Context: an optimization exercise on an open-source flow, tuned for small area and a short achievable clock period. The choices shown serve that exercise and are no tape-out recipe.
Only simulation tests tie the RTL to the original design; equivalence was not proved.
Power figures rest on the tool's default switching activity, not on a simulated workload.

==> flow/design.v <==
module addr_add
  (
   input  logic [31:0] a, b,
   output logic [31:0] s
   );
   assign s = a + b;
endmodule
module rf_readbit
  (
   input  logic [31:1] d,
   input  logic [31:1] s,
   output logic        y
   );
   logic [15:0] n;
   logic [3:0]  m;
   always_comb begin
      n[0] = ~(d[1] & s[1]);
      for (integer k = 1; k < 16; k = k + 1) n[k] = ~((d[2*k] & s[2*k]) | (d[2*k+1] & s[2*k+1]));
      for (integer j = 0; j < 4; j = j + 1) m[j] = ~&n[4*j +: 4];
   end
   assign y = |m;
endmodule
module rf_read
  (
   input  logic [1023:32] q,
   input  logic [31:1]    sel,
   output logic [31:0]    rd
   );
   for (genvar b = 0; b < 32; b = b + 1) begin : g_bit
      logic [31:1] d;
      for (genvar i = 1; i < 32; i = i + 1) begin : g_d
         assign d[i] = q[32*i + b];
      end
      rf_readbit rb (.d(d), .s(sel), .y(rd[b]));
   end
endmodule
module core
  (
   input clk, rst,
   output [31:0] imem_addr,
   input [31:0] imem_rdata,
   output [31:0] dmem_addr,
   output [31:0] dmem_wdata,
   output dmem_we,
   input [31:0] dmem_rdata,
   output logic [31:0] io_o,
   output [31:0] test
   );
   logic [31:0] pc;
   logic [31:0] instr;
   assign instr = imem_rdata;
   assign imem_addr = pc;
   logic [6:0] op;
   logic [2:0] f3;
   logic [4:0] ra1, ra2, wa;
   assign op = instr[6:0];
   assign f3 = instr[14:12];
   assign ra1 = instr[19:15];
   assign ra2 = instr[24:20];
   assign wa  = instr[11:7];
   logic is_load, is_store, is_r, is_i, is_br, is_jal, is_jalr, is_lui, is_auipc;
   assign is_load  = op == 7'b0000011;
   assign is_store = op == 7'b0100011;
   assign is_r     = op == 7'b0110011;
   assign is_i     = op == 7'b0010011;
   assign is_br    = op == 7'b1100011;
   assign is_jal   = op == 7'b1101111;
   assign is_jalr  = op == 7'b1100111;
   assign is_lui   = op == 7'b0110111;
   assign is_auipc = op == 7'b0010111;
   logic [31:0] immI, immS, immB, immJ, immU, immA, immP;
   assign immI = {{20{instr[31]}}, instr[31:20]};
   assign immS = {{20{instr[31]}}, instr[31:25], instr[11:7]};
   assign immB = {{20{instr[31]}}, instr[7], instr[30:25], instr[11:8], 1'b0};
   assign immJ = {{12{instr[31]}}, instr[19:12], instr[20], instr[30:21], 1'b0};
   assign immU = {instr[31:12], 12'b0};
   assign immA = is_store ? immS : immI;
   assign immP = is_jal ? immJ : (is_br ? immB : immU);
   logic [31:0] regs [1:31];
   logic [31:0] r14;
   logic [31:0] valid;
   logic        we;
   logic [31:0] wd;
   always_ff @(posedge clk) begin
      if (we) begin
         for (integer i = 1; i < 32; i = i + 1)
           if (i != 14 && wa == i[4:0]) regs[i] <= wd;
      end
   end
   always_ff @(posedge clk, posedge rst) begin
      if (rst) r14 <= 32'b0;
      else if (we && wa == 5'd14) r14 <= wd;
   end
   always_ff @(posedge clk, posedge rst) begin
      if (rst) valid <= 32'b0;
      else if (we) begin
         for (integer i = 1; i < 32; i = i + 1)
           if (i != 14 && wa == i[4:0]) valid[i] <= 1'b1;
      end
   end
   assign test = r14;
   logic [1023:0] q;
   logic [31:0]   qvalid;
   always_comb begin
      q = '0;
      qvalid = valid;
      qvalid[0] = 1'b0;
      qvalid[14] = 1'b1;
      for (integer i = 1; i < 32; i = i + 1)
        q[32*i +: 32] = (i == 14) ? r14 : regs[i];
   end
   logic [31:0] rd1, rd2;
   logic [31:1] sel1, sel2;
   always_comb begin
      for (integer i = 1; i < 32; i = i + 1) begin
         sel1[i] = ra1 == i[4:0] && qvalid[i];
         sel2[i] = ra2 == i[4:0] && qvalid[i];
      end
   end
   rf_read rp1 (.q(q[1023:32]), .sel(sel1), .rd(rd1));
   rf_read rp2 (.q(q[1023:32]), .sel(sel2), .rd(rd2));
   logic sub;
   assign sub = is_br | ((is_r | is_i) & ((f3 == 3'b000 & is_r & instr[30]) | f3 == 3'b010 | f3 == 3'b011));
   logic [31:0] opb, sum, addr;
   logic [32:0] t;
   assign opb = (is_r | is_br) ? rd2 : immI;
   assign t   = {1'b0, rd1} + {1'b0, opb ^ {32{sub}}} + {32'b0, sub};
   assign sum = t[31:0];
   logic lt, ltu, eq;
   assign ltu = ~t[32];
   assign lt  = (rd1[31] ^ opb[31]) ? rd1[31] : t[31];
   assign eq  = ~|t[31:0];
   addr_add aa(.a(rd1), .b(immA), .s(addr));
   logic [31:0] shx, shr, sh;
   logic        left, fill;
   assign left = ~f3[2];
   assign fill = instr[30] & ~left & rd1[31];
   always_comb for (integer i = 0; i < 32; i = i + 1) shx[i] = left ? rd1[31-i] : rd1[i];
   assign shr = $signed({fill, shx}) >>> opb[4:0];
   always_comb for (integer i = 0; i < 32; i = i + 1) sh[i] = left ? shr[31-i] : shr[i];
   logic [31:0] wdata;
   assign wdata = (f3 == 3'b000) ? {24'b0, rd2[7:0]} :
                  (f3 == 3'b001) ? {16'b0, rd2[15:0]} : rd2;
   assign dmem_addr  = addr;
   assign dmem_wdata = wdata;
   assign dmem_we    = is_store & addr[31];
   always_ff @(posedge clk or posedge rst) begin
      if (rst) io_o <= 32'b0;
      else if (is_store & ~addr[31]) io_o <= wdata;
   end
   logic [31:0] pc4, pct;
   assign pc4 = pc + 32'd4;
   assign pct = pc + immP;
   logic taken;
   always_comb begin
      case (f3)
        3'b000: taken = eq;
        3'b001: taken = ~eq;
        3'b100: taken = lt;
        3'b101: taken = ~lt;
        3'b110: taken = ltu;
        3'b111: taken = ~ltu;
        default: taken = 1'b1;
      endcase
   end
   always_ff @(posedge clk or posedge rst) begin
      if (rst) pc <= 32'b0;
      else if (is_jalr) pc <= {addr[31:1], 1'b0};
      else if (is_jal | (is_br & taken)) pc <= pct;
      else pc <= pc4;
   end
   logic [31:0] alu_res, ld;
   always_comb begin
      case (f3)
        3'b000: alu_res = sum;
        3'b001: alu_res = sh;
        3'b010: alu_res = {31'b0, lt};
        3'b011: alu_res = {31'b0, ltu};
        3'b100: alu_res = rd1 ^ opb;
        3'b101: alu_res = sh;
        3'b110: alu_res = rd1 | opb;
        default: alu_res = rd1 & opb;
      endcase
   end
   always_comb begin
      if (~addr[31]) ld = io_o;
      else case (f3)
        3'b000: ld = {{24{dmem_rdata[7]}}, dmem_rdata[7:0]};
        3'b001: ld = {{16{dmem_rdata[15]}}, dmem_rdata[15:0]};
        3'b100: ld = {24'b0, dmem_rdata[7:0]};
        3'b101: ld = {16'b0, dmem_rdata[15:0]};
        default: ld = dmem_rdata;
      endcase
   end
   assign we = is_load | is_r | is_i | is_jal | is_jalr | is_lui | is_auipc;
   assign wd = is_load ? ld :
               (is_jal | is_jalr) ? pc4 :
               is_lui ? immU :
               is_auipc ? pct : alu_res;
endmodule
export LEC_CHECK = 0
export CAP_MARGIN = 20
export CORE_MARGIN = 2
export CORE_UTILIZATION = 40
export SETUP_SLACK_MARGIN = 5
export SLEW_MARGIN = 20
export SYNTH_HIERARCHICAL = 1
export TNS_END_PERCENT = 10
create_clock -name core_clock -period 16.0 [get_ports {clk}]
standard.sh (not shown) runs the stock make flow with config.mk's settings and CLKGATE_MAP_FILE= SYNTH_SCRIPT=/design/flow/synth_recipe.tcl, a recipe that flattens the netlist after the stock synthesis.
==> flow/flow/run.sh <==
#!/bin/bash
# The standard layout, with buf_2 cells (instead of the default clkdlybuf4s50_1) as the
# buffers that buffer_ports puts on every input and output port. ORFS's own logs are in
# orfs/logs; make's output is in flow_make.log.
set -euo pipefail
bash standard.sh "BUFFER_PORTS_ARGS=-buffer_cell sky130_fd_sc_hd__buf_2" finish > flow_make.log 2>&1
The first run produced a clean layout.
==> next run, changes <==
--- a/flow/config.mk
+++ b/flow/config.mk
@@ -9,4 +9,6 @@
 export CORE_MARGIN = 2
 export CORE_UTILIZATION = 40
+export CTS_CLUSTER_DIAMETER = 100
+export CTS_CLUSTER_SIZE = 20
 export SETUP_SLACK_MARGIN = 5
 export SLEW_MARGIN = 20
Effect: Routed wire length decreases by about 0.65%; area after synthesis stays the same; global-route usage came out lower by 0.33 points; total power came out lower by 13%; register-to-register slack is better by 90 ps; final area fell by 2.7%; synthesized cell count stays the same.
==> next run, changes <==
==> flow/run.sh (new file) <==
#!/bin/bash
# synth_recipe.tcl (not shown) runs the flow's synth.tcl, then flattens the netlist and writes it again
# the make line also repeats each setting of config.mk as NAME=value (left out here)
make -C /OpenROAD-flow-scripts/flow DESIGN_CONFIG=/design/flow/config.mk WORK_HOME=/design/flow/orfs CLKGATE_MAP_FILE= SYNTH_SCRIPT=/design/flow/synth_recipe.tcl finish
--- a/flow/config.mk
+++ b/flow/config.mk
@@ -9,6 +9,4 @@
 export CORE_MARGIN = 2
 export CORE_UTILIZATION = 40
-export CTS_CLUSTER_DIAMETER = 100
-export CTS_CLUSTER_SIZE = 20
 export SETUP_SLACK_MARGIN = 5
 export SLEW_MARGIN = 20
removed: flow/flow/run.sh
removed: flow/standard.sh
The changed run ran to the end with no violations.
Setup slack gets worse by 110 ps.
Clock power rises by 49%.
Total power is higher by 15%.
Non-clock buffer count came out higher by 28.
Final cell count goes up by 1.8%.
Cell area is higher by 5.2%.

afterwards: timing with drivers on the ports:
Ports are ideal in the flow. The routed layouts listed here were re-timed in OpenROAD.
Step 1, drivers: a clkbuf_16 drives clk and a buf_2 each remaining input, both assumed.
Step 2 times the ports against the registers' clock, not the clock port: input delays grow and output delays shrink by t, the midpoint of the rising clock arrivals with the driver on.
Slacks: no drivers / after step 1 / after step 2; pairs: no drivers / after step 1.
run	t (ns)	setup slack, ns	hold WS [ns]	worst register clock-pin slew, ns	cell pins on the clock port's net
the first run	0.848	4.781 / 4.692 / 4.335	0.483 / 0.483 / 0.483	0.08 / 0.08	1
the second run	0.783	4.874 / 4.796 / 4.370	0.497 / 0.497 / 0.497	0.10 / 0.10	1
the third run	0.859	4.766 / 4.685 / 4.298	0.491 / 0.491 / 0.491	0.07 / 0.07	1
After both steps setup and hold are still met in every run listed. For the second run, which loses most, drivers alone change the setup slack by -0.078 ns; drivers and shift together by -0.504 ns.
